What follows belongs to an exercise in optimizing a design on an open flow for low power; a production flow would make more cautious choices. Function was checked by simulation only, so behaviour that the tests miss may differ from the original. No run shown here takes its clock network from TritonCTS; it comes from the design's own scripts or RTL. The flow treats the clock pin as an ideal source. Dropping or thinning the clock tree relies on that and would not hold on a real chip. Power figures rest on the tool's default switching activity, not on a simulated workload.

File: design.v
`timescale 1ns / 1ps
module fifo #(
    parameter DATA_WIDTH = 16,
    parameter DEPTH = 64,
    parameter ALMOST_FULL_THRESH = 56,
    parameter ALMOST_EMPTY_THRESH = 8
)(
    input                   clk,
    input                   rst_n,
    input                   wr_en,
    input  [DATA_WIDTH-1:0] wr_data,
    input                   rd_en,
    output [DATA_WIDTH-1:0] rd_data,
    output                  full,
    output                  empty,
    output                  almost_full,
    output                  almost_empty,
    output                  overflow_err,
    output                  underflow_err,
    output [DATA_WIDTH-1:0] fifo_count
);
    localparam AW = 6;
    reg [DATA_WIDTH-1:0] mem [0:DEPTH-1];
    reg [AW-1:0] wp_r;
    reg [AW-1:0] rp_r;
    reg [AW:0]   cnt_r;
    reg [DATA_WIDTH-1:0] rd_r;
    reg alive;
    reg rd_valid;
    reg overflow_flag, underflow_flag;
    wire [AW:0]   count = cnt_r & {(AW+1){alive}};
    wire [AW-1:0] wp    = wp_r & {AW{alive}};
    wire [AW-1:0] rp    = rp_r;
    assign full         = count[AW];
    assign empty        = (count == 0);
    assign almost_full  = (count >= ALMOST_FULL_THRESH);
    assign almost_empty = (count <= ALMOST_EMPTY_THRESH);
    assign overflow_err = overflow_flag;
    assign underflow_err= underflow_flag;
    assign fifo_count   = {{(DATA_WIDTH-AW-1){1'b0}}, count};
    assign rd_data      = rd_r & {DATA_WIDTH{rd_valid}};
    wire wr_acc = wr_en & ~full;
    wire rd_acc = rd_en & ~empty;
    always @(posedge clk or negedge rst_n) begin
        if (!rst_n) begin
            alive    <= 1'b0;
            rd_valid <= 1'b0;
        end else begin
            alive    <= alive | wr_en | rd_en;
            rd_valid <= rd_valid | rd_acc;
        end
    end
    wire [AW-1:0] wa = {wp[0], wp[1], wp[2], wp[3], wp[4], wp[5]};
    wire [AW-1:0] ra = {rp[0], rp[1], rp[2], rp[3], rp[4], rp[5]};
    always @(posedge clk) begin
        if (wr_acc)
            mem[wa] <= wr_data;
    end
    always @(posedge clk) begin
        if (rd_acc)
            rd_r <= mem[ra];
    end
    wire rp_load = empty & (wr_en | ~alive);
    genvar k;
    generate
        for (k = 0; k < AW; k = k + 1) begin : g_ptr
            wire wtog, rtog;
            if (k == 0) begin : g_c0
                assign wtog = wr_acc;
                assign rtog = rd_acc;
            end else begin : g_ck
                assign wtog = wr_acc & (&wp[k-1:0]);
                assign rtog = rd_acc & (&rp[k-1:0]);
            end
            always @(posedge clk)
                if (!alive || wtog)
                    wp_r[k] <= wp[k] ^ wtog;
            always @(posedge clk)
                if (rp_load)
                    rp_r[k] <= wp[k];
                else if (rtog)
                    rp_r[k] <= ~rp[k];
        end
    endgenerate
    wire inc = wr_acc & ~rd_acc;
    wire dec = rd_acc & ~wr_acc;
    genvar j;
    generate
        for (j = 0; j <= AW; j = j + 1) begin : g_cnt
            wire tog;
            if (j == 0) begin : g_t0
                assign tog = inc | dec;
            end else begin : g_tj
                assign tog = (inc & (&count[j-1:0])) | (dec & ~(|count[j-1:0]));
            end
            always @(posedge clk)
                if (!alive || tog)
                    cnt_r[j] <= count[j] ^ tog;
        end
    endgenerate
    always @(posedge clk or negedge rst_n) begin
        if (!rst_n) begin
            overflow_flag  <= 1'b0;
            underflow_flag <= 1'b0;
        end else begin
            if (wr_en && full)
                overflow_flag <= 1'b1;
            else if (rd_acc)
                overflow_flag <= 1'b0;
            if (rd_en && empty)
                underflow_flag <= 1'b1;
            else if (wr_acc)
                underflow_flag <= 1'b0;
        end
    end
endmodule
File: flow/run.sh
#!/bin/bash
# Standard layout (the standard.sh) with a custom clock tree: ORFS's cts step
# sources flow/custom_cts.tcl (PRE_CTS_TCL), which builds the tree, gives the
# output ports plain buffers instead of delay cells, and stands in for
# repair_clock_inverters and TritonCTS. Everything else is the standard flow.
set -euo pipefail
export PRE_CTS_TCL="$(pwd)/flow/custom_cts.tcl"
export CCTS_CLK=clk
export CCTS_LEVELS="sky130_fd_sc_hd__clkinv_8:33 sky130_fd_sc_hd__clkinv_16:6 sky130_fd_sc_hd__clkbuf_8:3"
export CCTS_OUTBUF=sky130_fd_sc_hd__buf_2
bash standard.sh > standard.log 2>&1
File: flow/custom_cts.tcl
# Custom clock tree, sourced by ORFS's cts step (PRE_CTS_TCL) before its calls to
# repair_clock_inverters and clock_tree_synthesis, which it then replaces with
# no-ops.
# CCTS_LEVELS lists, from the flip-flops up, "cell:max_loads" for each level of
# the tree; the last entry repeats until one cell remains, and that cell is the
# only load of the clock port. At each level the loads are split into compact
# groups by recursive balanced bisection of their placement, and each group gets
# one cell at its centre. Inverting levels must come in pairs, so every
# flip-flop sees the clock port's polarity.
# With CCTS_SHRINK set (0..1), each flip-flop group is first pulled towards its
# centre, every flip-flop's offset from the centre scaled by CCTS_SHRINK; the
# cts step's detailed placement then legalises them.
# With CCTS_OUTBUF set, the delay cells the standard flow put on the output
# ports are swapped for that buffer.
set ::ccts_block [ord::get_db_block]
set ::ccts_db [ord::get_db]
set clk_net [$::ccts_block findNet $::env(CCTS_CLK)]

proc ccts_split {items nparts} {
  if {$nparts <= 1} { return [list $items] }
  set xs [lmap it $items {lindex $it 0}]
  set ys [lmap it $items {lindex $it 1}]
  set dx [expr {[tcl::mathfunc::max {*}$xs] - [tcl::mathfunc::min {*}$xs]}]
  set dy [expr {[tcl::mathfunc::max {*}$ys] - [tcl::mathfunc::min {*}$ys]}]
  set key [expr {$dx >= $dy ? 0 : 1}]
  set sorted [lsort -real -index $key $items]
  set na [expr {$nparts / 2}]
  set nb [expr {$nparts - $na}]
  set n [llength $sorted]
  set cut [expr {int(round(double($n) * $na / $nparts))}]
  set a [lrange $sorted 0 [expr {$cut - 1}]]
  set b [lrange $sorted $cut end]
  return [concat [ccts_split $a $na] [ccts_split $b $nb]]
}

proc ccts_center {items} {
  set sx 0.0; set sy 0.0
  foreach it $items { set sx [expr {$sx + [lindex $it 0]}]; set sy [expr {$sy + [lindex $it 1]}] }
  set n [llength $items]
  return [list [expr {int($sx / $n)}] [expr {int($sy / $n)}]]
}

proc ccts_pin {master dir} {
  foreach mt [$master getMTerms] {
    if {[$mt getSigType] ne "SIGNAL"} continue
    if {[$mt getIoType] eq $dir} { return [$mt getName] }
  }
  error "custom cts: no $dir pin on [$master getName]"
}

set ::ccts_count 0
proc ccts_add_cell {level master x y loads} {
  set name "ccts_${level}_$::ccts_count"
  incr ::ccts_count
  set inst [odb::dbInst_create $::ccts_block $master $name]
  set net [odb::dbNet_create $::ccts_block "clknet_$name"]
  $net setSigType CLOCK
  [$inst findITerm [ccts_pin $master OUTPUT]] connect $net
  foreach it $loads {
    set iterm [lindex $it 2]
    $iterm disconnect
    $iterm connect $net
  }
  set w [$master getWidth]
  set h [$master getHeight]
  $inst setLocation [expr {$x - $w / 2}] [expr {$y - $h / 2}]
  $inst setPlacementStatus PLACED
  return [list $x $y [$inst findITerm [ccts_pin $master INPUT]]]
}

set sinks {}
foreach iterm [$clk_net getITerms] {
  set bb [[$iterm getInst] getBBox]
  lappend sinks [list [expr {([$bb xMin] + [$bb xMax]) / 2}] [expr {([$bb yMin] + [$bb yMax]) / 2}] $iterm]
}
puts "custom cts: [llength $sinks] sinks on [$clk_net getName]"

set specs $::env(CCTS_LEVELS)
set level 0
set nodes $sinks
set inversions 0
while {1} {
  set spec [lindex $specs [expr {min($level, [llength $specs] - 1)}]]
  lassign [split $spec :] cell maxn
  set master [$::ccts_db findMaster $cell]
  if {$master eq "NULL" || $master eq ""} { error "custom cts: no cell $cell" }
  set ngroups [expr {int(ceil(double([llength $nodes]) / $maxn))}]
  if {$level >= [llength $specs] - 1 && [llength $nodes] > 1 && $ngroups == 1} { set ngroups 1 }
  set groups [ccts_split $nodes $ngroups]
  set next {}
  foreach g $groups {
    lassign [ccts_center $g] x y
    if {$level == 0 && [info exists ::env(CCTS_SHRINK)]} {
      # pull the group's flip-flops towards its centre (detailed placement
      # legalises them afterwards)
      set a $::env(CCTS_SHRINK)
      foreach it $g {
        set inst [[lindex $it 2] getInst]
        lassign [$inst getLocation] lx ly
        set nx [expr {int($x + $a * ([lindex $it 0] - $x)) - ([lindex $it 0] - $lx)}]
        set ny [expr {int($y + $a * ([lindex $it 1] - $y)) - ([lindex $it 1] - $ly)}]
        $inst setLocation $nx $ny
      }
    }
    lappend next [ccts_add_cell $level $master $x $y $g]
  }
  if {[string match "*inv*" $cell]} { incr inversions }
  puts "custom cts: level $level: [llength $nodes] loads in [llength $groups] groups of $cell"
  set nodes $next
  incr level
  if {[llength $nodes] == 1 && $level >= [llength $specs]} break
}
if {$inversions % 2} { error "custom cts: odd number of inverting levels" }
[lindex $nodes 0 2] connect $clk_net

# Optionally give the output ports faster buffers than the delay cells the
# standard flow's port buffering picked (CCTS_OUTBUF, same function: a buffer).
if {[info exists ::env(CCTS_OUTBUF)]} {
  set outbuf [$::ccts_db findMaster $::env(CCTS_OUTBUF)]
  set nswap 0
  foreach bt [$::ccts_block getBTerms] {
    if {[$bt getIoType] ne "OUTPUT"} continue
    set net [$bt getNet]
    if {$net eq "NULL"} continue
    foreach it [$net getITerms] {
      if {![$it isOutputSignal]} continue
      set inst [$it getInst]
      if {[[$inst getMaster] getName] eq "sky130_fd_sc_hd__clkdlybuf4s50_1"} {
        $inst swapMaster $outbuf
        incr nswap
      }
    }
  }
  puts "custom cts: $nswap output port buffers now [$outbuf getName]"
}

proc ::repair_clock_inverters {args} { puts "custom clock tree: repair_clock_inverters skipped" }
proc ::clock_tree_synthesis {args} { puts "custom clock tree: clock_tree_synthesis skipped" }
File: standard.sh
#!/bin/bash
# synth_recipe.tcl (not shown) runs the flow's synth.tcl, then flattens the netlist and writes it again
# the make line also repeats each setting of config.mk as NAME=value (left out here)
make -C /OpenROAD-flow-scripts/flow DESIGN_CONFIG=/design/flow/config.mk WORK_HOME=/design/flow/orfs CLKGATE_MAP_FILE= SYNTH_SCRIPT=/design/flow/synth_recipe.tcl "${@:-finish}"
File: config.mk
export PLATFORM = sky130hd
export DESIGN_NAME = fifo
export DESIGN_NICKNAME = fifo
export VERILOG_FILES = /design/flow/design.v
export SDC_FILE = /design/flow/constraint.sdc
export NUM_CORES = 4
export LEC_CHECK = 0
export CAP_MARGIN = 0
export CORE_MARGIN = 2
export CORE_UTILIZATION = 60
export PLACE_DENSITY = 0.8
export SLEW_MARGIN = 0
File: constraint.sdc
create_clock -name core_clock -period 3.3 [get_ports {clk}]
set_input_delay 0.6600 -clock core_clock [delete_from_list [all_inputs] [get_ports {clk}]]
set_output_delay 0.6600 -clock core_clock [all_outputs]
set_load 0.01 [all_outputs]
==> impl_metrics.tcl, run 1 <==
set metrics [dict create \
    initial_core_util_pct 60.6 \
    whs_ns 0.0771 \
    drive_gt1_share_pct 23.5 \
    routabilityCongestion 0.959 \
    avgViaCountPerCell 6.78 \
    hold_path.class "input pin to asynchronous set/reset pin" \
    outcome "no timing/DRC/antenna violations" \
    io_pins 58 \
    antenna_found_initial 5 \
    crit_family "simple AND/OR/NAND/NOR gates" \
    dieArea_um2 71500 \
    p_leak_nw 14.0 \
    grt_pass1_wl_um 141000 \
    nets 2194 \
    report.final.slew_viol_count 0 \
    die_y_um 267 \
    synth-main-ff-cell "edfxtp_1" \
    tns_ns 0 \
    drcViolationCount 0 \
    post-route-period-util_pct 93.3 \
    ys_warn_count 1 \
    synth_top_family_by_area "multiplexers" \
    avgSynthCellArea_um2 20.6 \
    hold_viol 0 \
    cp.arrival_ns 3.53 \
    rows 96 \
    path_cells "clkinv_1 > nor2_1 > nand3_1 > nor2_1 > buf_4" \
    hpwl_um 64300 \
    synth-compound-area-share_pct 3.21 \
    synth-simple-area-share_pct 3.32 \
    grt_start_max_net_pins 44 \
    synth_top_area_cell "edfxtp_1" \
    grt.total_usage_pct 27.4 \
    ant_nets 0 \
    worstPathRequired_ns 3.75 \
    drtIter0Drc 3339 \
    hold_buffers 0 \
    grt-ovfl-total 0 \
    netlist.area_leader.share_pct 76.4 \
    synth-edff-count 1059 \
    skew_ns 0.0345 \
    area_growth_pct 7.30 \
    startpoint_type "flip-flop" \
    core_um2 68700 \
    port_buffers 48 \
    rrSetupSlack_ns 0.22 \
    cts-resized-gates 0 \
    synthAdderAreaFrac_pct 0.0901 \
    n_fill_cell 4435 \
    final_util_pct 65.0 \
    ys_ff_latch 1063 \
    rsz0062_at_grt "false" \
    worstSetupPathType "flip-flop to flip-flop" \
    synth_xor_area_share_pct 0.189 \
    cp.depth 5 \
    max-cap-violations 0 \
    crit_top_cell "nor2_1" \
    critPathMaxFanout 20 \
    fp.dieW_um 267 \
    finalPower_w 0.0204 \
    crit_buf_inv 2 \
    worstRegToRegCells 5 \
    slew_headroom_pct 28.6 \
    synth-async-reset-ratio_pct 0.376 \
    ir_drop_mv 0.377 \
    max_freq_mhz 325 \
    drt-total-wl_um 97500 \
    synth_area_leaders "edfxtp_1 (76%), mux4_2 (12%), mux2i_1 (1.9%), nor2_1 (0.80%), a22oi_1 (0.70%)" \
    num_vias 21000 \
    clkLatencyLatePin_ns 0.79 \
    worstMarginPinSlew_ns 1.06 \
    setup_viol 0 \
    muxShareOfSynthArea_pct 14.9 \
    end_kind "flip-flop" \
    crit_slowest_cell "dfrtp_1" \
    firstDrtPassIters 7 \
    wl_per_cell_um 31.4 \
    synth_cell_types 53 \
    path_clk_slew_ns 0.12 \
    cpPeakStageDelay_ns 0.76 \
    cts_setup_buffers 0 \
    grt_pass1_vias 20500 \
    syn_inst 2025 \
    fin_crit_ns 3.08 \
    netlist_area_um2 41600 \
    power-per-cell-area_nw_per_um2 457 \
    ys_seq_area_share_pct 76.6 \
]
## placed cells by master, fill, tap and decap left out, drive strengths merged, types with 8 or more instances in the layout
master	n
mux4	232
edfxtp	1059
nand2	64
a21oi	33
buf	215
nor2b	10
mux2i	79
nand3	28
a22oi	39
a22o	11
o21ai	35
a211oi	14
clkinv	41
a31oi	10
and3	10
and2	32
a32oi	10
nand2b	8
o22ai	24
nor3	15
mux2	15
inv	9
a221oi	13
nor2	89
conb	9
## sequential cells by signal (all words and copies together), names as in the netlist
register	cells
rp_r	6
underflow_flag	1
wp_r	6
overflow_flag	1
rd_valid	1
rd_r	16
mem	1024
cnt_r	7
alive	1
## cells by family (layout without fill, tap and decap cells)
kind of cell | Yosys count | in the layout
compound gates | 200 | 200
xor+xnor | 9 | 9
fa+ha+maj | 3 | 3
buf+inv | 135 | 271
flops | 1063 | 1063
mux | 326 | 326
other cells | 1 | 10
simple gates | 288 | 288
## cell usage after synthesis, types with 6 or more instances
cell type and instances:
a32oi_1 10, and3_1 10, a21oi_1 33, nand2_1 64, a22o_1 11, nand2b_1 8, nor4_1 7, a211oi_1 14
o21ai_0 33, mux4_2 228, or4_1 6, or3_1 6, buf_4 26, inv_1 9, mux2i_1 79, a221oi_1 13
o22ai_1 24, buf_1 12, and2_1 32, a22oi_1 39, a31oi_1 10, buf_2 27, mux2_2 15, nor3_1 15
nor2b_1 10, edfxtp_1 1059, nand3_1 28, buf_6 9, clkbuf_1 49, nor2_1 89
## where the power goes
| group | internal [W] | switching (W) | leakage (nW) |
|---|---|---|---|
| Combinational | 0.000169 | 0.000486 | 4.13 |
| Sequential | 0.0149 | 0.0000203 | 9.58 |
| Clock | 0.000618 | 0.00428 | 0.317 |
## path summary, 6_finish.rpt
check / to / startpoint
worst max-delay path: mem[36][4] / alive
worst min-delay path: rd_valid / rst_n
worst max register to register: mem[36][4] / alive
worst min register to register: overflow_flag / overflow_flag
max in group asynchronous: overflow_flag / rst_n
min in group core_clock: mem[10][14] / wr_data[14]
## metal layers
metal	vias to the layer above	share of wire [%]	track usage (%)
met5	-	0.041	0
met4	6	3.1	6.61
met3	195	11	4.99
met2	1309	49	44.9
met1	10900	36	39.1
li1	8584	-	-
## area by class of cell
type | instances | area, µm² | area share, %
inverter | 50 | 758 | 1.70
sequential | 1063 | 31900 | 71.4
multi-input combinational | 835 | 9110 | 20.4
timing repair buffer | 218 | 1710 | 3.82
tap | 931 | 1160 | 2.61
antenna | 1 | 2.50 | 0.00560
buffer | 3 | 41.3 | 0.0924
## per-stage QoR
| step | instances | worst slack [ns] | area [µm²] |
|---|---|---|---|
| finish | 3101 | 0.220 | 44700 |
| global route | 3101 | 0.137 | 44700 |
| CTS | 3100 | 0.226 | 44700 |
| detailed placement | 3058 | 0.228 | 44100 |
| global placement | 3058 | 0.246 | 44100 |
| floorplan | 2033 | -0.185 | 41700 |
==> inputs of run 2 (changes only) <==
--- a/flow/run.sh
+++ b/flow/run.sh
@@ -6,6 +6,6 @@
 set -euo pipefail
 export PRE_CTS_TCL="$(pwd)/flow/custom_cts.tcl"
 export CCTS_CLK=clk
-export CCTS_LEVELS="sky130_fd_sc_hd__clkinv_8:33 sky130_fd_sc_hd__clkinv_16:6 sky130_fd_sc_hd__clkbuf_8:3"
+export CCTS_LEVELS="sky130_fd_sc_hd__clkinv_8:32 sky130_fd_sc_hd__clkinv_16:6 sky130_fd_sc_hd__clkbuf_16:6"
 export CCTS_OUTBUF=sky130_fd_sc_hd__buf_2
 bash standard.sh > standard.log 2>&1
==> run 2 against run 1 <==
  * Synthesized cell count is the same
  * Still clean on timing, DRC and antenna
  * Synthesized area is the same
  * Largest power group unchanged
  * Setup slack gained 0.071 ns
  * Design area is essentially flat
==> impl_metrics.tcl, run 2 <==
set metrics [dict create \
    worstRegToRegCells 5 \
    dieArea_um2 71500 \
    ys_seq_area_share_pct 76.6 \
    grt_start_max_net_pins 44 \
    firstDrtPassIters 5 \
    cts_setup_buffers 0 \
    num_vias 21000 \
    n_fill_cell 4420 \
    post-route-period-util_pct 91.2 \
    max_freq_mhz 332 \
    grt.total_usage_pct 27.3 \
    synth_common_cells "edfxtp_1 (1059), mux4_2 (228), nor2_1 (89)" \
    top_regs "mem x1024, rd_r x16, cnt_r x7" \
    hold_viol 0 \
    placed_cell_area_um2 44100 \
    worstMarginPinSlew_ns 1.15 \
    routabilityCongestion 0.959 \
    clkLatencyLatePin_ns 0.68 \
    hold_buffers 0 \
    ys_ff_latch 1063 \
    place_inst 3058 \
    synth_top_area_cell "edfxtp_1" \
    largest_reg_flops 1024 \
    drcViolationCount 0 \
    grt_pass1_wl_um 141000 \
    multiInputGateArea_um2 9110 \
    cts-resized-gates 0 \
    seq_area_um2 31900 \
    final_area_um2 44700 \
    p_leak_nw 14.0 \
    report.final.slew_viol_count 0 \
    ant_nets 0 \
    ir_drop_mv 0.401 \
    hold_path.class "input pin to asynchronous set/reset pin" \
    largest_register "mem" \
    path_clk_slew_ns 0.11 \
    core_um2 68700 \
    io_pins 58 \
    layout_commonest_cell "edfxtp_1" \
    hpwl_um 64300 \
    drive_gt1_share_pct 23.4 \
    whs_ns 0.166 \
    synth-async-reset-ratio_pct 0.376 \
    die_y_um 267 \
    nets 2193 \
    fp.dieW_um 267 \
    netlist.area_leader.share_pct 76.4 \
    initial_core_util_pct 60.6 \
    slew_headroom_pct 23.1 \
    drtIter0Drc 3241 \
    syn_inst 2025 \
    fin_crit_ns 3.01 \
    area_growth_pct 7.30 \
    cp.arrival_ns 3.34 \
    power-per-cell-area_nw_per_um2 457 \
    final_cell_mix "edfxtp_1 (1059), mux4_2 (228), buf_4 (156), nor2_1 (89), mux2i_1 (79)" \
    drt-total-wl_um 97400 \
    wl_per_cell_um 31.4 \
    startpoint_type "flip-flop" \
    grt-ovfl-total 0 \
    synth.most_common_cell "edfxtp_1" \
    avgViaCountPerCell 6.77 \
    avgSynthCellArea_um2 20.6 \
    outcome "no timing/DRC/antenna violations" \
    antenna_found_initial 3 \
    critPathMaxFanout 20 \
    synth-edff-count 1059 \
    netlist_area_um2 41600 \
    final_cells 3101 \
    grt_pass1_vias 20500 \
    rsz0062_at_grt "false" \
    finalPower_w 0.0204 \
    skew_ns 0.0513 \
    ys_warn_count 1 \
    max-cap-violations 0 \
    worstSetupPathType "flip-flop to flip-flop" \
    rows 96 \
    setup_viol 0 \
    end_kind "flip-flop" \
    synth_cell_types 53 \
    worstPathRequired_ns 3.63 \
    synth-main-ff-cell "edfxtp_1" \
    port_buffers 48 \
    synth_area_leaders "edfxtp_1 (76%), mux4_2 (12%), mux2i_1 (1.9%), nor2_1 (0.80%), a22oi_1 (0.70%)" \
]
## run 2: per-layer routing
layer | vias to the layer above | part of all wire [%] | global-route usage, % | wire length [µm]
li1 | 8580 | - | - | -
met3 | 180 | 11 | 4.24 | 10400
met1 | 11000 | 37 | 39.3 | 35900
met2 | 1259 | 49 | 44.6 | 47900
met4 | 2 | 3.2 | 7.16 | 3130
met5 | - | 0.013 | 0 | 13
## run 2: final cells by class
type                       count  area share, %
buffer                         1         0.0560
antenna                        2         0.0112
sequential                  1063           71.4
timing repair buffer         218           3.82
multi-input combinational    835           20.4
tap                          931           2.61
inverter                      51           1.73
## run 2: path summary, 6_finish.rpt
kind	start	to	slack, ns
worst max-delay path	alive	mem[36][4]	0.29
worst min-delay path	rst_n	rd_valid	0.17
worst max register to register	alive	mem[36][4]	0.29
worst min register to register	overflow_flag	overflow_flag	0.56
max in group asynchronous	rst_n	overflow_flag	2.98
min in group core_clock	wr_data[14]	mem[4][14]	0.35
## run 2: worst max-delay path: stages, from the launching register on
cell      delay [ns]
dfrtp_1         0.75
clkinv_1        0.35
nor2_1          0.34
nand3_1         0.54
nor2_1          0.33
buf_4           0.33
## run 2: stage by stage
stage / setup TNS (ns) / utilization (%) / setup slack [ns]
after floorplan: -5.91 / - / -0.185
after global placement: 0 / 64.1 / 0.246
after detailed placement: 0 / 64.1 / 0.228
after CTS: 0 / 65.0 / 0.236
after global routing: 0 / 65.0 / 0.161
final: 0 / 65.0 / 0.290
## run 2: cell families (layout without fill, tap and decap cells)
| family | after synthesis | after routing | share of synthesized area, % |
|---|---|---|---|
| other | 1 | 11 | 0.00900 |
| XOR/XNOR | 9 | 9 | 0.189 |
| flip-flops | 1063 | 1063 | 76.6 |
| adder cells (fa/ha/maj) | 3 | 3 | 0.0901 |
| AO/OA/AOI/OAI | 200 | 200 | 3.21 |
| AND/OR/NAND/NOR | 288 | 288 | 3.32 |
| multiplexers | 326 | 326 | 14.9 |
| buffers and inverters | 135 | 270 | 1.70 |
## run 2: power by group
| group | internal, W | total [W] | leakage, nW | switching [W] |
|---|---|---|---|---|
| clock network | 0.000599 | 0.00489 | 0.315 | 0.00429 |
| logic | 0.000169 | 0.000654 | 4.13 | 0.000485 |
| registers | 0.0149 | 0.0149 | 9.58 | 0.0000204 |
==> inputs of run 3 (changes only) <==
--- a/flow/run.sh
+++ b/flow/run.sh
@@ -6,6 +6,6 @@
 set -euo pipefail
 export PRE_CTS_TCL="$(pwd)/flow/custom_cts.tcl"
 export CCTS_CLK=clk
-export CCTS_LEVELS="sky130_fd_sc_hd__clkinv_8:32 sky130_fd_sc_hd__clkinv_16:6 sky130_fd_sc_hd__clkbuf_16:6"
+export CCTS_LEVELS="sky130_fd_sc_hd__clkinv_8:32 sky130_fd_sc_hd__clkinv_16:5 sky130_fd_sc_hd__clkbuf_16:7"
 export CCTS_OUTBUF=sky130_fd_sc_hd__buf_2
 bash standard.sh > standard.log 2>&1
==> run 3 against run 2 <==
  * Synthesized area is the same
  * Synthesized cell count unchanged
  * First-iteration DRC count up 1.8%
  * Combinational power barely moved
  * Core utilization is essentially flat
  * Clock power is essentially flat
  * Die area unchanged
  * Global-route usage down 0.080 points
  * Worst hold slack got worse by 0.024 ns
  * Critical path depth rose by 3
==> impl_metrics.tcl, run 3 <==
set metrics [dict create \
    ant_nets 0 \
    ir_drop_mv 0.450 \
    tns_ns 0 \
    crit_slowest_cell "mux4_2" \
    fp.dieW_um 267 \
    max_freq_mhz 330 \
    synth_common_cells "edfxtp_1 (1059), mux4_2 (228), nor2_1 (89)" \
    worstPathRequired_ns 3.69 \
    synth_cell_types 53 \
    n_fill_cell 4415 \
    grt_pass1_vias 20500 \
    path_cells "buf_12 > buf_12 > mux4_2 > a21oi_1 > o21ai_0 > a211oi_1 > buf_4 > a31oi_1" \
    clkLatencyLatePin_ns 0.70 \
    post-route-period-util_pct 91.7 \
    whs_ns 0.143 \
    hold_viol 0 \
    layout_setup_ws_ns 0.274 \
    cp.arrival_ns 3.42 \
    synth.most_common_cell "edfxtp_1" \
    port_buffers 48 \
    largest_reg_flops 1024 \
    synth-main-ff-cell "edfxtp_1" \
    largest_register "mem" \
    cpPeakStageDelay_ns 0.54 \
    finalPower_w 0.0205 \
    wl_per_cell_um 31.2 \
    grt_start_max_net_pins 44 \
    layout_commonest_cell "edfxtp_1" \
    path_clk_slew_ns 0.12 \
    top_regs "mem x1024, rd_r x16, cnt_r x7" \
    syn_inst 2025 \
    max-cap-violations 0 \
    routabilityCongestion 0.959 \
    place_inst 3058 \
    io_pins 58 \
    drt-total-wl_um 96800 \
    final_cell_mix "edfxtp_1 (1059), mux4_2 (228), buf_4 (156), nor2_1 (89), mux2i_1 (79)" \
    setup_viol 0 \
    initial_core_util_pct 60.6 \
    netlist.area_leader.share_pct 76.4 \
    area_growth_pct 7.37 \
    fin_crit_ns 3.03 \
    cts-resized-gates 0 \
    skew_ns 0.0513 \
    startpoint_type "flip-flop" \
    num_vias 21000 \
    power-per-cell-area_nw_per_um2 457 \
    p_leak_nw 14.0 \
    grt.total_usage_pct 27.2 \
    report.final.slew_viol_count 0 \
    end_kind "flip-flop" \
    synth-edff-count 1059 \
    critPathMaxFanout 38 \
    dieArea_um2 71500 \
    drtIter0Drc 3300 \
    rsz0062_at_grt "false" \
    grt-ovfl-total 0 \
    core_um2 68700 \
    slew_headroom_pct 29.8 \
    crit_top_cell "buf_12" \
    ys_seq_area_share_pct 76.6 \
    drive_gt1_share_pct 23.5 \
    synth_area_leaders "edfxtp_1 (76%), mux4_2 (12%), mux2i_1 (1.9%), nor2_1 (0.80%), a22oi_1 (0.70%)" \
    rows 96 \
    die_y_um 267 \
    antenna_found_initial 3 \
    drcViolationCount 0 \
    avgViaCountPerCell 6.79 \
    hold_buffers 0 \
    firstDrtPassIters 5 \
    grt_pass1_wl_um 141000 \
    hpwl_um 64300 \
    netlist_area_um2 41600 \
    avgSynthCellArea_um2 20.6 \
    ys_warn_count 1 \
    ys_ff_latch 1063 \
    nets 2194 \
    synth-async-reset-ratio_pct 0.376 \
    cts_setup_buffers 0 \
    dp_slack_ns 0.228 \
    worstSetupPathType "flip-flop to flip-flop" \
    outcome "no timing/DRC/antenna violations" \
    synth_top_area_cell "edfxtp_1" \
    final_cells 3101 \
    worstMarginPinSlew_ns 1.05 \
    hold_path.class "input pin to asynchronous set/reset pin" \
]
==> run 3: cell type report <==
| cell class | instances | area, µm² | area share, % |
|---|---|---|---|
| Antenna cell | 1 | 2.50 | 0.00560 |
| Buffer | 1 | 25.0 | 0.0560 |
| Inverter | 52 | 805 | 1.80 |
| Multi-Input combinational cell | 835 | 9110 | 20.4 |
| Sequential cell | 1063 | 31900 | 71.3 |
| Tap cell | 931 | 1160 | 2.60 |
| Timing Repair Buffer | 218 | 1710 | 3.82 |
==> run 3: logic make-up (layout without fill, tap and decap cells) <==
| group | after synthesis | count (layout) | share of synthesized area, % |
|---|---|---|---|
| fa+ha+maj | 3 | 3 | 0.0901 |
| simple gates | 288 | 288 | 3.32 |
| other cells | 1 | 10 | 0.00900 |
| buf+inv | 135 | 271 | 1.70 |
| xor+xnor | 9 | 9 | 0.189 |
| mux | 326 | 326 | 14.9 |
| compound gates | 200 | 200 | 3.21 |
| flops | 1063 | 1063 | 76.6 |
==> run 3: routing by layer <==
layer / up-vias / global-route usage (%) / share of wire [%]
li1: 8581 / - / -
met1: 10800 / 39.4 / 36
met2: 1406 / 44.2 / 49
met3: 201 / 4.28 / 11
met4: 4 / 7.29 / 3.4
met5: - / 0 / 0.028
==> run 3: critical path, delay by kind of cell, from the launching register on <==
kind / cells / cell delay [ns]
compound gates: 4 / 0.82
mux: 1 / 0.54
buf+inv: 3 / 0.84
flops: 1 / 0.47
==> run 3: path summary, 6_finish.rpt <==
check	start	end	slack [ns]	depth (start not counted)
setup / recovery	rp_r[5]	rd_r[10]	0.27	8
hold / removal	rst_n	rd_valid	0.14	1
setup reg to reg	rp_r[5]	rd_r[10]	0.27	8
hold reg to reg	overflow_flag	overflow_flag	0.56	2
max in group asynchronous	rst_n	overflow_flag	3.00	1
min in group core_clock	wr_data[14]	mem[4][14]	0.32	1
==> run 3: report_power, final <==
group	internal, W	switching (W)	leakage (nW)
Sequential	0.0149	0.0000200	9.58
Clock	0.000621	0.00430	0.327
Combinational	0.000169	0.000484	4.13
Total	0.0157	0.00480	14.0
==> run 3: per-stage QoR <==
step	util, %	cell area, µm²
after floorplan	-	41700
after global placement	64.1	44100
after detailed placement	64.1	44100
after CTS	65.1	44700
after global routing	65.1	44700
final	65.1	44700
==> inputs of run 4 (changes only) <==
--- a/flow/run.sh
+++ b/flow/run.sh
@@ -6,6 +6,6 @@
 set -euo pipefail
 export PRE_CTS_TCL="$(pwd)/flow/custom_cts.tcl"
 export CCTS_CLK=clk
-export CCTS_LEVELS="sky130_fd_sc_hd__clkinv_8:32 sky130_fd_sc_hd__clkinv_16:5 sky130_fd_sc_hd__clkbuf_16:7"
+export CCTS_LEVELS="sky130_fd_sc_hd__clkinv_8:31 sky130_fd_sc_hd__clkinv_16:6 sky130_fd_sc_hd__clkbuf_16:6"
 export CCTS_OUTBUF=sky130_fd_sc_hd__buf_2
 bash standard.sh > standard.log 2>&1
==> run 4 against run 3 <==
  * Still clean
  * Critical path depth shrank 3
  * Core utilization about the same
  * Die area is the same
  * Combinational power is essentially flat
  * Clock power about the same
  * Final cell count unchanged
  * Sequential power is essentially flat
  * Setup slack got worse by 0.034 ns
  * Design area barely moved
  * Clock skew is 0.013 ns lower
  * Sequential share of layout area about the same
  * Critical endpoint is now mem[26][10]
==> impl_metrics.tcl, run 4 <==
set metrics [dict create \
    synth_top_area_cell "edfxtp_1" \
    startpoint_type "flip-flop" \
    drive_gt1_share_pct 23.5 \
    ir_drop_mv 0.400 \
    wl_per_cell_um 31.4 \
    routabilityCongestion 0.959 \
    ant_nets 0 \
    grt.total_usage_pct 27.3 \
    cts-resized-gates 0 \
    grt_pass1_vias 20400 \
    final_cell_mix "edfxtp_1 (1059), mux4_2 (228), buf_4 (156), nor2_1 (89), mux2i_1 (79)" \
    skew_ns 0.0381 \
    drtIter0Drc 3336 \
    final_area_um2 44700 \
    p_leak_nw 14.0 \
    slew_headroom_pct 21.8 \
    path_cells "clkinv_1 > nor2_1 > nand3_1 > nor2_1 > buf_4" \
    dieArea_um2 71500 \
    avgViaCountPerCell 6.78 \
    syn_inst 2025 \
    crit_top_cell "nor2_1" \
    worstRegToRegCells 5 \
    port_buffers 48 \
    firstDrtPassIters 7 \
    fp.dieW_um 267 \
    drcViolationCount 0 \
    nets 2194 \
    critPathMaxFanout 20 \
    synth-main-ff-cell "edfxtp_1" \
    rr_endpoint "mem[26][10]" \
    fin_crit_ns 3.06 \
    netlist.area_leader.share_pct 76.4 \
    core_um2 68700 \
    avgSynthCellArea_um2 20.6 \
    hpwl_um 64300 \
    worstSetupPathType "flip-flop to flip-flop" \
    ys_warn_count 1 \
    netlist_area_um2 41600 \
    rsz0062_at_grt "false" \
    place_inst 3058 \
    outcome "no timing/DRC/antenna violations" \
    drt-total-wl_um 97200 \
    grt_start_max_net_pins 44 \
    max-cap-violations 0 \
    initial_core_util_pct 60.6 \
    top_regs "mem x1024, rd_r x16, cnt_r x7" \
    synth_cell_types 53 \
    rows 96 \
    max_freq_mhz 327 \
    antenna_found_initial 3 \
    final_cells 3101 \
    synth-edff-count 1059 \
    ys_seq_area_share_pct 76.6 \
    largest_register "mem" \
    cpPeakStageDelay_ns 0.76 \
    worstPathRequired_ns 3.64 \
    synth_common_cells "edfxtp_1 (1059), mux4_2 (228), nor2_1 (89)" \
    ys_ff_latch 1063 \
    synth.most_common_cell "edfxtp_1" \
    crit_slowest_cell "dfrtp_1" \
    power-per-cell-area_nw_per_um2 458 \
    r2r_start "alive" \
    clkLatencyLatePin_ns 0.68 \
    area_growth_pct 7.34 \
    setup_viol 0 \
    path_clk_slew_ns 0.11 \
    whs_ns 0.166 \
    tns_ns 0 \
    rrSetupSlack_ns 0.24 \
    synth_area_leaders "edfxtp_1 (76%), mux4_2 (12%), mux2i_1 (1.9%), nor2_1 (0.80%), a22oi_1 (0.70%)" \
    largest_reg_flops 1024 \
    worstMarginPinSlew_ns 1.16 \
    post-route-period-util_pct 92.7 \
    end_kind "flip-flop" \
    io_pins 58 \
    report.final.slew_viol_count 0 \
    grt-ovfl-total 0 \
    cts_setup_buffers 0 \
    hold_path.class "input pin to asynchronous set/reset pin" \
    num_vias 21000 \
    hold_viol 0 \
    placed_cell_area_um2 44100 \
    synth-async-reset-ratio_pct 0.376 \
    grt_pass1_wl_um 141000 \
    hold_buffers 0 \
    cp.arrival_ns 3.40 \
    layout_commonest_cell "edfxtp_1" \
    die_y_um 267 \
]
[run 4: layer usage]
metal / GRT usage, % / part of all wire [%]
met5: 0 / 0.029
met4: 6.87 / 3.2
met3: 4.51 / 11
met2: 44.5 / 49
met1: 39.4 / 37
[run 4: cell type report]
type,count,area (µm²)
antenna,1,2.50
buffer,1,25.0
fill,4416,24000
inverter,52,791
multi-input combinational,835,9110
sequential,1063,31900
tap,931,1160
timing repair buffer,218,1710
[run 4: power by group]
part / total [W] / internal, W / leakage (nW) / switching (W)
Combinational: 0.000654 / 0.000169 / 4.13 / 0.000486
Sequential: 0.0149 / 0.0149 / 9.58 / 0.0000202
Clock: 0.00494 / 0.000609 / 0.322 / 0.00433
[run 4: cells by family after synthesis]
group	count (synthesis)	share of synthesized area, %
fa+ha+maj	3	0.0901
xor+xnor	9	0.189
simple gates	288	3.32
other cells	1	0.00900
mux	326	14.9
buf+inv	135	1.70
flops	1063	76.6
compound gates	200	3.21
[run 4: metrics by stage]
stage	worst slack [ns]	total power [W]	utilization (%)
2_1_floorplan	-0.185	0.0154	-
6_report	0.240	0.0205	65.1
4_1_cts	0.236	0.0195	65.1
3_3_place_gp	0.246	0.0158	64.1
5_1_grt	0.160	0.0210	65.1
3_5_place_dp	0.228	0.0158	64.1
[run 4: worst max path at each step]
stage                from     endpoint  depth (start not counted)
floorplan           wr_en   mem[54][0]                          6
global route        alive   mem[2][10]                          5
global placement    wr_en   mem[62][0]                          7
detailed placement  wr_en   mem[62][3]                          7
CTS                 wr_en   mem[62][3]                          7
finish              alive  mem[26][10]                          5
[run 4: critical path: cells and delay by family, from the launching register on]
| family | cells | cell delay (ns) |
|---|---|---|
| DFF | 1 | 0.76 |
| buffers and inverters | 2 | 0.66 |
| and+or+nand+nor | 3 | 1.28 |
==> inputs of run 5 (changes only) <==
--- a/flow/run.sh
+++ b/flow/run.sh
@@ -6,6 +6,6 @@
 set -euo pipefail
 export PRE_CTS_TCL="$(pwd)/flow/custom_cts.tcl"
 export CCTS_CLK=clk
-export CCTS_LEVELS="sky130_fd_sc_hd__clkinv_8:31 sky130_fd_sc_hd__clkinv_16:6 sky130_fd_sc_hd__clkbuf_16:6"
+export CCTS_LEVELS="sky130_fd_sc_hd__clkinv_8:30 sky130_fd_sc_hd__clkinv_16:6 sky130_fd_sc_hd__clkbuf_8:3"
 export CCTS_OUTBUF=sky130_fd_sc_hd__buf_2
 bash standard.sh > standard.log 2>&1
==> run 5 against run 4 <==
  * First-iteration DRC count up 0.48%
  * Sequential share of layout area down 0.056 points
  * Flip-flop and latch count unchanged
  * Global-route usage up 0.17 points
  * Die area unchanged
  * Design area about the same
  * Via count up 0.32%
  * Critical path depth unchanged
  * Synthesized area unchanged
  * Combinational power about the same
  * Wire length up 0.65%
  * Core utilization up 0.051 points
==> impl_metrics.tcl, run 5 <==
set metrics [dict create \
    rr_endpoint "mem[2][0]" \
    hold_path.class "input pin to asynchronous set/reset pin" \
    cts_setup_buffers 0 \
    synth_cell_types 53 \
    drt-total-wl_um 97900 \
    final_cell_mix "edfxtp_1 (1059), mux4_2 (228), buf_4 (156), nor2_1 (89), mux2i_1 (79)" \
    final_cells 3105 \
    hold_buffers 0 \
    hpwl_um 64300 \
    ant_nets 0 \
    synth-main-ff-cell "edfxtp_1" \
    initial_core_util_pct 60.6 \
    max_freq_mhz 328 \
    ys_ff_latch 1063 \
    cp.arrival_ns 3.52 \
    synth_top_area_cell "edfxtp_1" \
    area_growth_pct 7.42 \
    grt_pass1_vias 20600 \
    top_layer_used "met5" \
    synth-async-reset-ratio_pct 0.376 \
    power-per-cell-area_nw_per_um2 460 \
    final_util_pct 65.1 \
    grt_start_max_net_pins 44 \
    fin_crit_ns 3.05 \
    antenna_found_initial 4 \
    cpPeakStageDelay_ns 0.76 \
    ir_drop_mv 0.368 \
    layout_commonest_cell "edfxtp_1" \
    r2r_start "alive" \
    largest_register "mem" \
    placed_cell_area_um2 44100 \
    cts-resized-gates 0 \
    worstPathRequired_ns 3.77 \
    wl_per_cell_um 31.5 \
    firstDrtPassIters 6 \
    slew_headroom_pct 27.2 \
    max-cap-violations 0 \
    report.final.slew_viol_count 0 \
    wl_met3_um 10600 \
    syn_inst 2025 \
    port_buffers 48 \
    outcome "no timing/DRC/antenna violations" \
    setup_viol 0 \
    startpoint_type "flip-flop" \
    avgSynthCellArea_um2 20.6 \
    startpoint "alive" \
    grt_pass1_wl_um 142000 \
    grt.total_usage_pct 27.5 \
    end_kind "flip-flop" \
    netlist_area_um2 41600 \
    netlist.area_leader.share_pct 76.4 \
    synth_common_cells "edfxtp_1 (1059), mux4_2 (228), nor2_1 (89)" \
    synth.most_common_cell "edfxtp_1" \
    die_y_um 267 \
    largest_reg_flops 1024 \
    ys_warn_count 1 \
    finalPower_w 0.0206 \
    tns_ns 0 \
    worstMarginPinSlew_ns 1.08 \
    worstSetupPathType "flip-flop to flip-flop" \
    synth-edff-count 1059 \
    rrSetupSlack_ns 0.25 \
    fp.dieW_um 267 \
    top_regs "mem x1024, rd_r x16, cnt_r x7" \
    drcViolationCount 0 \
    dieArea_um2 71500 \
    drtIter0Drc 3352 \
    synth_area_leaders "edfxtp_1 (76%), mux4_2 (12%), mux2i_1 (1.9%), nor2_1 (0.80%), a22oi_1 (0.70%)" \
    crit_top_cell "nor2_1" \
    dr_wl_met2_um 47900 \
    avgViaCountPerCell 6.79 \
    ys_seq_area_share_pct 76.6 \
    place_inst 3058 \
    nets 2197 \
    path_clk_slew_ns 0.11 \
    post-route-period-util_pct 92.4 \
    num_vias 21100 \
    core_um2 68700 \
    grt-ovfl-total 0 \
    clkLatencyLatePin_ns 0.79 \
    path_cells "clkinv_1 > nor2_1 > nand3_1 > nor2_1 > buf_4" \
    critPathMaxFanout 20 \
    rsz0062_at_grt "false" \
    final_area_um2 44700 \
    worstRegToRegCells 5 \
    crit_slowest_cell "dfrtp_1" \
    io_pins 58 \
    crit_end "mem[2][0]" \
    skew_ns 0.0239 \
    hold_viol 0 \
    rows 96 \
    routabilityCongestion 0.959 \
    drive_gt1_share_pct 23.6 \
    m1WireLength_um 35800 \
    p_leak_nw 14.1 \
]
==> run 5: cell count changes in the layout (fill, tap and decap cells not counted) <==
cell and change:
clkinv_8 +1, clkbuf_8 +3, clkbuf_16 -1, diode_2 +1
==> run 5: kinds of logic (layout without fill, tap and decap cells) <==
group | Yosys count | count (layout) | synth area share, %
adder cells (fa/ha/maj) | 3 | 3 | 0.0901
other | 1 | 11 | 0.00900
multiplexers | 326 | 326 | 14.9
flip-flops | 1063 | 1063 | 76.6
AO/OA/AOI/OAI | 200 | 200 | 3.21
buffers and inverters | 135 | 274 | 1.70
AND/OR/NAND/NOR | 288 | 288 | 3.32
XOR/XNOR | 9 | 9 | 0.189
==> run 5: layer usage <==
| layer | vias up | global-route usage, % |
|---|---|---|
| li1 | 8601 | - |
| met1 | 11000 | 39.8 |
| met2 | 1313 | 44.7 |
| met3 | 196 | 4.08 |
| met4 | 6 | 7.52 |
| met5 | - | 0 |
==> run 5: layout make-up <==
class / instances / area [µm²]
Antenna cell: 2 / 5.00
Inverter: 53 / 807
Sequential cell: 1063 / 31900
Multi-Input combinational cell: 835 / 9110
Tap cell: 931 / 1160
Fill cell: 4400 / 24000
Buffer: 3 / 41.3
Timing Repair Buffer: 218 / 1710
==> run 5: worst min-delay path by stage <==
| stage | startpoint | endpoint | slack [ns] | cells after the start |
|---|---|---|---|---|
| floorplan | rst_n | alive | 0.36 | 0 |
| global placement | overflow_flag | overflow_flag | 0.49 | 2 |
| detailed placement | overflow_flag | overflow_flag | 0.53 | 2 |
| CTS | overflow_flag | overflow_flag | 0.53 | 2 |
| global route | rst_n | alive | 0.06 | 1 |
| finish | rst_n | overflow_flag | 0.05 | 1 |
==> run 5: through the flow <==
step                hold slack (ns)  setup slack (ns)
floorplan                     0.364            -0.185
global placement              0.489             0.246
detailed placement            0.532             0.228
CTS                           0.527             0.226
global route                 0.0623             0.171
finish                       0.0532             0.250
==> run 5: where the power goes <==
part | internal (W) | switching [W]
logic | 0.000169 | 0.000486
clock network | 0.000649 | 0.00439
registers | 0.0149 | 0.0000202
==> run 5: critical path: cells and delay by family (launching register included) <==
family                 cells  cell delay, ns
AND/OR/NAND/NOR            3            1.29
buffers and inverters      2            0.66
flip-flops                 1            0.76
==> inputs of run 6 (changes only) <==
--- a/flow/run.sh
+++ b/flow/run.sh
@@ -6,6 +6,6 @@
 set -euo pipefail
 export PRE_CTS_TCL="$(pwd)/flow/custom_cts.tcl"
 export CCTS_CLK=clk
-export CCTS_LEVELS="sky130_fd_sc_hd__clkinv_8:30 sky130_fd_sc_hd__clkinv_16:6 sky130_fd_sc_hd__clkbuf_8:3"
+export CCTS_LEVELS="sky130_fd_sc_hd__clkinv_8:32 sky130_fd_sc_hd__clkinv_16:6 sky130_fd_sc_hd__clkbuf_8:3"
 export CCTS_OUTBUF=sky130_fd_sc_hd__buf_2
 bash standard.sh > standard.log 2>&1
==> run 6 against run 5 <==
  * Clock skew up 0.020 ns
  * Global-route usage down 0.16 points
  * Fmax down 0.71%
  * Synthesized area unchanged
  * Sequential share of layout area about the same
  * Wire length down 0.50%
  * Critical path type unchanged
  * Final cell count about the same
  * Setup slack worse by 0.022 ns
  * Total power down 0.45%
  * Clock power down 2%
  * Worst hold slack better by 0.0029 ns
  * Design area about the same
==> impl_metrics.tcl, run 6 <==
set metrics [dict create \
    outcome "no timing/DRC/antenna violations" \
    core_um2 68700 \
    grt_start_max_net_pins 44 \
    final_cells 3104 \
    synth-edff-count 1059 \
    initial_core_util_pct 60.6 \
    final_area_um2 44700 \
    largest_register "mem" \
    clkLatencyLatePin_ns 0.79 \
    synth_top_area_cell "edfxtp_1" \
    area_growth_pct 7.35 \
    rows 96 \
    synth-main-ff-cell "edfxtp_1" \
    hold_path.class "input pin to asynchronous set/reset pin" \
    synth_common_cells "edfxtp_1 (1059), mux4_2 (228), nor2_1 (89)" \
    finalPower_w 0.0205 \
    firstDrtPassIters 6 \
    layout_commonest_cell "edfxtp_1" \
    synth.most_common_cell "edfxtp_1" \
    crit_slowest_cell "dfrtp_1" \
    largest_reg_flops 1024 \
    path_cells "clkinv_1 > nor2_1 > nand3_1 > nor2_1 > buf_4" \
    cp.arrival_ns 3.52 \
    grt_pass1_wl_um 141000 \
    grtUsageMet2_pct 44.3 \
    final_cell_mix "edfxtp_1 (1059), mux4_2 (228), buf_4 (156), nor2_1 (89), mux2i_1 (79)" \
    slew_headroom_pct 23.5 \
    tns_ns 0 \
    busiest_layer "met2" \
    synth_area_leaders "edfxtp_1 (76%), mux4_2 (12%), mux2i_1 (1.9%), nor2_1 (0.80%), a22oi_1 (0.70%)" \
    worstSetupPathType "flip-flop to flip-flop" \
    avgSynthCellArea_um2 20.6 \
    drt-total-wl_um 97400 \
    max_freq_mhz 326 \
    hold_viol 0 \
    ys_ff_latch 1063 \
    grt.total_usage_pct 27.3 \
    hold_buffers 0 \
    setup_viol 0 \
    drcViolationCount 0 \
    met3_usage_pct 4.19 \
    cts_setup_buffers 0 \
    grt-ovfl-total 0 \
    num_vias 21000 \
    ys_warn_count 1 \
    dieArea_um2 71500 \
    avgViaCountPerCell 6.78 \
    nets 2195 \
    place_inst 3058 \
    netlist_area_um2 41600 \
    fin_crit_ns 3.07 \
    startpoint_type "flip-flop" \
    end_kind "flip-flop" \
    cpPeakStageDelay_ns 0.76 \
    report.final.slew_viol_count 0 \
    hpwl_um 64300 \
    cts-resized-gates 0 \
    path_clk_slew_ns 0.11 \
    worstPathRequired_ns 3.75 \
    post-route-period-util_pct 93.1 \
    worstMarginPinSlew_ns 1.14 \
    ant_nets 0 \
    use_met1_pct 39.7 \
    die_y_um 267 \
    critPathMaxFanout 20 \
    skew_ns 0.0437 \
    crit_top_cell "nor2_1" \
    ir_drop_mv 0.339 \
    p_leak_nw 14.0 \
    io_pins 58 \
    grt_pass1_vias 20500 \
    antenna_found_initial 5 \
    syn_inst 2025 \
    synth-async-reset-ratio_pct 0.376 \
    max-cap-violations 0 \
    synth_cell_types 53 \
    netlist.area_leader.share_pct 76.4 \
    drive_gt1_share_pct 23.5 \
    routabilityCongestion 0.959 \
    fp.dieW_um 267 \
    top_regs "mem x1024, rd_r x16, cnt_r x7" \
    power-per-cell-area_nw_per_um2 458 \
    placed_cell_area_um2 44100 \
    rsz0062_at_grt "false" \
    drtIter0Drc 3435 \
    wl_per_cell_um 31.4 \
    ys_seq_area_share_pct 76.6 \
    port_buffers 48 \
]
==> run 6: power breakdown <==
part	internal, W	switching (W)
Combinational	0.000168	0.000485
Sequential	0.0149	0.0000202
Clock	0.000629	0.00432
Total	0.0157	0.00483
==> run 6: worst paths after layout <==
| path | from | to | slack (ns) | cells after the start |
|---|---|---|---|---|
| max in group asynchronous | rst_n | overflow_flag | 3.08 | 1 |
| hold reg to reg | overflow_flag | overflow_flag | 0.56 | 2 |
| hold / removal | rst_n | rd_valid | 0.06 | 1 |
| setup reg to reg | alive | mem[26][5] | 0.23 | 5 |
| setup / recovery | alive | mem[26][5] | 0.23 | 5 |
| min in group core_clock | wr_data[14] | mem[4][14] | 0.24 | 1 |
==> run 6: routing by layer <==
layer  share of wire [%]  vias up
li1                    -     8587
met1                  37    10900
met2                  49     1312
met3                  11      202
met4                 3.4        4
met5               0.024        -
==> run 6: cell families (layout without fill, tap and decap cells) <==
kind of cell             after synthesis  after routing  share of synthesized area (%)
adder cells (fa/ha/maj)                3              3                         0.0901
flip-flops                          1063           1063                           76.6
XOR/XNOR                               9              9                          0.189
multiplexers                         326            326                           14.9
AND/OR/NAND/NOR                      288            288                           3.32
buffers and inverters                135            272                           1.70
other                                  1             12                        0.00900
AO/OA/AOI/OAI                        200            200                           3.21
==> run 6: stage by stage <==
stage | setup slack [ns] | util, % | hold WS, ns
global placement | 0.246 | 64.1 | 0.489
detailed placement | 0.228 | 64.1 | 0.532
global route | 0.154 | 65.1 | 0.0521
floorplan | -0.185 | - | 0.364
CTS | 0.236 | 65.1 | 0.527
finish | 0.229 | 65.1 | 0.0561
==> run 6: critical path, delay by kind of cell (launching register included) <==
family | cells | cell delay [ns]
DFF | 1 | 0.76
buffers and inverters | 2 | 0.67
and+or+nand+nor | 3 | 1.30
==> run 6: cell type report <==
| class | count | area (µm²) |
|---|---|---|
| Buffer | 3 | 41.3 |
| Multi-Input combinational cell | 835 | 9110 |
| Tap cell | 931 | 1160 |
| Inverter | 51 | 774 |
| Sequential cell | 1063 | 31900 |
| Antenna cell | 3 | 7.51 |
| Fill cell | 4416 | 24000 |
| Timing Repair Buffer | 218 | 1710 |

## static timing again, ports no longer ideal
No port has a modelled driver above. Below, the same layouts with a new extraction and two added sets of constraints.
Step 1 sets driving cells, clkbuf_16 on the clock port and buf_2 on the other inputs (assumed; they add their load-dependent delay and slew).
Step 2 also shifts input and output timing later by t, the mid clock arrival at the registers, as if the neighbouring blocks saw the same clock.
Slacks: ideal / step 1 / step 2; pairs: ideal / step 1.
| run | t (ns) | setup slack, ns | worst slew at a driven data input, ns |
|---|---|---|---|
| run 1 | 0.831 | 0.220 / 0.220 / 0.153 | 0.09 |
| run 2 | 0.716 | 0.290 / 0.290 / 0.201 | 0.08 |
| run 3 | 0.734 | 0.274 / 0.274 / 0.185 | 0.09 |
| run 4 | 0.719 | 0.240 / 0.240 / 0.190 | 0.09 |
| run 5 | 0.843 | 0.250 / 0.250 / 0.205 | 0.09 |
| run 6 | 0.827 | 0.229 / 0.229 / 0.194 | 0.09 |
After both steps every run listed still meets setup and hold.
